This is an optimization exercise on Yosys and OpenROAD, whose aim is small area and a short achievable clock period, not a production implementation.
Function was checked by simulation only, so behaviour that the tests miss may differ from the original.

## oak
Design fp_mac, start of the top module:
module fp_mac (
    input  wire        clk,
    input  wire [31:0] a,
    input  wire [31:0] b,
    input  wire        en_mult,
    input  wire        en_accuml,
    input  wire        rst_accuml,
    output reg  [31:0] acc_out
);
reg  [31:0] s;                        
wire [31:0] res;
fp_mac_core core (.a(a), .b(b), .en_mult(en_mult), .s(s), .res(res));
always @(posedge clk) begin
    if (rst_accuml) begin
        acc_out <= s;
        s       <= 32'd0;
    end else if (en_accuml) begin
        acc_out <= res;
        s       <= res;
    end else begin
        s       <= 32'd0;
    end
end
endmodule
For scale: roughly 3600 cells after synthesis, about 64 flip-flops.
==> module fp_mac_core, before the edit <==
module fp_mac_core (
    input  wire [31:0] a,
    input  wire [31:0] b,
    input  wire        en_mult,
    input  wire [31:0] s,
    output wire [31:0] res
);
wire [7:0]  ea = a[30:23];
wire [7:0]  eb = b[30:23];
wire        a_spec = &ea;
wire        b_spec = &eb;
wire        p_zero = ~en_mult | (~|a[30:0]) | (~|b[30:0]);
wire        p_pass = ~en_mult | a_spec | b_spec | p_zero;
wire [31:0] p_fix  = (~en_mult) ? 32'd0 : a_spec ? a : b_spec ? b : 32'd0;
wire [47:0] ps, pc;
booth_csa mul (.x({1'b1, a[22:0]}), .y({1'b1, b[22:0]}), .ps(ps), .pc(pc));
function [4:0] tz23;
    input [22:0] v;
    integer k;
    begin
        tz23 = 5'd23;
        for (k = 22; k >= 0; k = k - 1)
            if (v[k]) tz23 = k[4:0];
    end
endfunction
wire [5:0]  tzs = {1'b0, tz23(a[22:0])} + {1'b0, tz23(b[22:0])};
wire        st1 = tzs <= 6'd22;       
wire        st0 = tzs <= 6'd21;       
wire        m47r;
wire [22:0] man;
mul_round rnd (.ps(ps), .pc(pc), .st1(st1), .st0(st0), .m47(m47r), .man(man));
wire        m47 = m47r & ~p_pass;
wire [7:0]  pe0 = ea + eb - 8'd127;
wire [7:0]  ye0 = p_pass ? p_fix[30:23] : pe0;
wire [22:0] ym  = p_pass ? p_fix[22:0] : man;
wire        sy  = p_pass ? p_fix[31] : a[31] ^ b[31];
wire [7:0]  xe = s[30:23];
wire        sx = s[31];
wire        eop = sx ^ sy;
wire [8:0]  dxa = {1'b0, xe} - {1'b0, ye0};
wire [8:0]  dya = {1'b0, ye0} - {1'b0, xe};
wire [7:0]  ye1 = ye0 + 8'd1;
wire [8:0]  dxb = {1'b0, xe} - {1'b0, ye1};
wire [8:0]  dyb = {1'b0, ye1} - {1'b0, xe};
wire [7:0]  ye  = m47 ? ye1 : ye0;
wire        eswap = m47 ? dxb[8] : dxa[8];                   
wire [7:0]  ad    = m47 ? (dxb[8] ? dyb[7:0] : dxb[7:0])
                        : (dxa[8] ? dya[7:0] : dxa[7:0]);    
wire        ad0   = ad == 8'd0;
wire        ad1   = ad == 8'd1;
wire [7:0]  le    = eswap ? ye : xe;
wire [31:0] y = {sy, ye, ym};
wire        bothzero = (~|s[30:0]) & (~|y[30:0]);
wire [23:0] xm = {1'b1, s[22:0]};
wire [23:0] ymf = {1'b1, ym};
function [24:0] addsub24;
    input [23:0] a;
    input [23:0] b;
    input        sub;
    reg   [23:0] bb, g, p, t, gg;
    reg          co, ci;
    integer l, k, j;
    begin
        bb = b ^ {24{sub}};
        g = a & bb;
        p = a ^ bb;
        t = p;
        gg = g;
        for (l = 1; l < 32; l = l * 2)
            for (k = 0; k < 24; k = k + 1)
                if ((k / l) % 2 == 1) begin
                    j = (k / l) * l - 1;
                    gg[k] = gg[k] | (t[k] & gg[j]);
                    t[k] = t[k] & t[j];
                end
        co = gg[23];
        ci = sub & co;
        addsub24 = {co, (p ^ ({gg[22:0], 1'b0} | ({t[22:0], 1'b1} & {24{ci}}))) ^ {24{sub & ~co}}};
    end
endfunction
function [7:0] sub8;
    input [7:0] a;
    input [7:0] b;
    reg   [7:0] g, p, t;
    integer l, k, j;
    begin
        g = a & ~b;
        p = a ^ ~b;
        t = p;
        g[0] = g[0] | p[0];           
        for (l = 1; l < 8; l = l * 2)
            for (k = 0; k < 8; k = k + 1)
                if ((k / l) % 2 == 1) begin
                    j = (k / l) * l - 1;
                    g[k] = g[k] | (t[k] & g[j]);
                    t[k] = t[k] & t[j];
                end
        sub8 = p ^ {g[6:0], 1'b1};
    end
endfunction
function [4:0] lzc32;
    input [31:0] v;
    reg   [7:0]  z4;
    reg   [15:0] c4;
    reg   [3:0]  z8;
    reg   [11:0] c8;
    reg   [1:0]  z16;
    reg   [7:0]  c16;
    integer k;
    begin
        for (k = 0; k < 8; k = k + 1) begin
            z4[k] = ~|v[4*k +: 4];
            c4[2*k +: 2] = v[4*k+3] ? 2'd0 : v[4*k+2] ? 2'd1 : v[4*k+1] ? 2'd2 : 2'd3;
        end
        for (k = 0; k < 4; k = k + 1) begin
            z8[k] = z4[2*k+1] & z4[2*k];
            c8[3*k +: 3] = z4[2*k+1] ? {1'b1, c4[4*k +: 2]} : {1'b0, c4[4*k+2 +: 2]};
        end
        for (k = 0; k < 2; k = k + 1) begin
            z16[k] = z8[2*k+1] & z8[2*k];
            c16[4*k +: 4] = z8[2*k+1] ? {1'b1, c8[6*k +: 3]} : {1'b0, c8[6*k+3 +: 3]};
        end
        lzc32 = z16[1] ? {1'b1, c16[3:0]} : {1'b0, c16[7:4]};
    end
endfunction
wire [23:0] lm = eswap ? ymf : xm;
wire [23:0] sm = eswap ? xm : ymf;
wire [23:0] sr = (ad >= 8'd24) ? 24'd0 : (sm >> ad[4:0]);
wire [24:0] as = addsub24(lm, sr, eop);
wire [24:0] fsum = {as[24] & ~eop, as[23:0]};
wire [22:0] f_man = fsum[24] ? fsum[23:1] : fsum[23] ? fsum[22:0] : {fsum[21:0], 1'b0};
wire [7:0]  f_exp = fsum[24] ? le + 8'd1 : fsum[23] ? le : le - 8'd1;
wire        f_sign = eswap ? sy : sx;
wire [23:0] nb = ad0 ? sm : {1'b0, sm[23:1]};
wire [24:0] nas = addsub24(lm, nb, 1'b1);
wire [23:0] nd = nas[23:0];
wire [4:0]  nlz = lzc32({nd, 8'hFF});
wire [23:0] nsh16 = nlz[4] ? {nd[7:0], 16'd0} : nd;
wire [23:0] nsh8  = nlz[3] ? {nsh16[15:0], 8'd0} : nsh16;
wire [23:0] nsh4  = nlz[2] ? {nsh8[19:0], 4'd0} : nsh8;
wire [23:0] nsh2  = nlz[1] ? {nsh4[21:0], 2'd0} : nsh4;
wire [23:0] nsh   = nlz[0] ? {nsh2[22:0], 1'd0} : nsh2;
wire [22:0] n_man = nsh[22:0];
wire        nzero = ~|nd;
wire [7:0]  n_exp = nzero ? 8'd0 : sub8(le, {3'd0, nlz});
wire        n_sign = nzero ? 1'b0 : nas[24] ? f_sign : ~f_sign;
wire        near = eop & (ad0 | ad1);
assign res = bothzero ? {sx & sy, 31'd0}
           : near     ? {n_sign, n_exp, n_man}
           :            {f_sign, f_exp, f_man};
endmodule
export LEC_CHECK = 0
export CAP_MARGIN = 20
export CORE_MARGIN = 2
export CORE_UTILIZATION = 40
export PLACE_DENSITY = 0.6
export SETUP_SLACK_MARGIN = 4
export SLEW_MARGIN = 20
export SYNTH_HIERARCHICAL = 1
create_clock -name core_clock -period 25.0 [get_ports {clk}]
run.sh (not shown) runs the stock make flow with config.mk's settings and CLKGATE_MAP_FILE= SYNTH_SCRIPT=/design/flow/synth_recipe.tcl, a recipe that flattens the netlist after the stock synthesis.
[inputs] pine vs oak
--- a/flow/design.v
+++ b/flow/design.v
@@ -1821,23 +1821,21 @@
 wire [24:0] as = addsub24(lm, sr, eop);
 wire [24:0] fsum = {as[24] & ~eop, as[23:0]};
 wire [22:0] f_man = fsum[24] ? fsum[23:1] : fsum[23] ? fsum[22:0] : {fsum[21:0], 1'b0};
 wire [7:0]  f_exp = fsum[24] ? le + 8'd1 : fsum[23] ? le : le - 8'd1;
 wire        f_sign = eswap ? sy : sx;
-wire [23:0] nb = ad0 ? sm : {1'b0, sm[23:1]};
-wire [24:0] nas = addsub24(lm, nb, 1'b1);
-wire [23:0] nd = nas[23:0];
+wire [23:0] nd = as[23:0];
 wire [4:0]  nlz = lzc32({nd, 8'hFF});
 wire [23:0] nsh16 = nlz[4] ? {nd[7:0], 16'd0} : nd;
 wire [23:0] nsh8  = nlz[3] ? {nsh16[15:0], 8'd0} : nsh16;
 wire [23:0] nsh4  = nlz[2] ? {nsh8[19:0], 4'd0} : nsh8;
 wire [23:0] nsh2  = nlz[1] ? {nsh4[21:0], 2'd0} : nsh4;
 wire [23:0] nsh   = nlz[0] ? {nsh2[22:0], 1'd0} : nsh2;
 wire [22:0] n_man = nsh[22:0];
 wire        nzero = ~|nd;
 wire [7:0]  n_exp = nzero ? 8'd0 : sub8(le, {3'd0, nlz});
-wire        n_sign = nzero ? 1'b0 : nas[24] ? f_sign : ~f_sign;
+wire        n_sign = nzero ? 1'b0 : as[24] ? f_sign : ~f_sign;
 wire        near = eop & (ad0 | ad1);
 assign res = bothzero ? {sx & sy, 31'd0}
            : near     ? {n_sign, n_exp, n_man}
            :            {f_sign, f_exp, f_man};
 endmodule
### Flow results
Higher fraction of cell area in non-clock buffers goes to pine over oak.
From oak to pine the numbers moved as follows: worst setup slack now smaller, cell count after synthesis now sits lower, post-synthesis xor/xnor area fraction down 0.59 points, cell area after layout saw little to no change.

-- static timing again, ports no longer ideal --
In the flow no input, the clock included, has a driving cell. The finished layouts below were timed again as built, in two steps. Step 1: set_driving_cell puts a clkbuf_16 on clk and a buf_2 on each other input, an assumption about the parent block. Step 2 adds t to the input delays and takes it off the output delays; t is the mean of the earliest and latest rising clock arrival at the registers after step 1. Input paths then give back, and output paths get back, about the clock's delay inside the block. Slacks: ideal ports / drivers / drivers and shift; pairs: ideal ports / drivers.
run | shift t [ns] | setup slack, ns | cell pins on the clock port's net
oak | 0.352 | 4.678 / 4.681 / 4.328 | 1
pine | 0.363 | 4.566 / 4.485 / 4.122 | 1
After both steps setup and hold are still met in every run listed. For pine, which loses most, drivers alone change the setup slack by -0.081 ns; drivers and shift together by -0.444 ns.
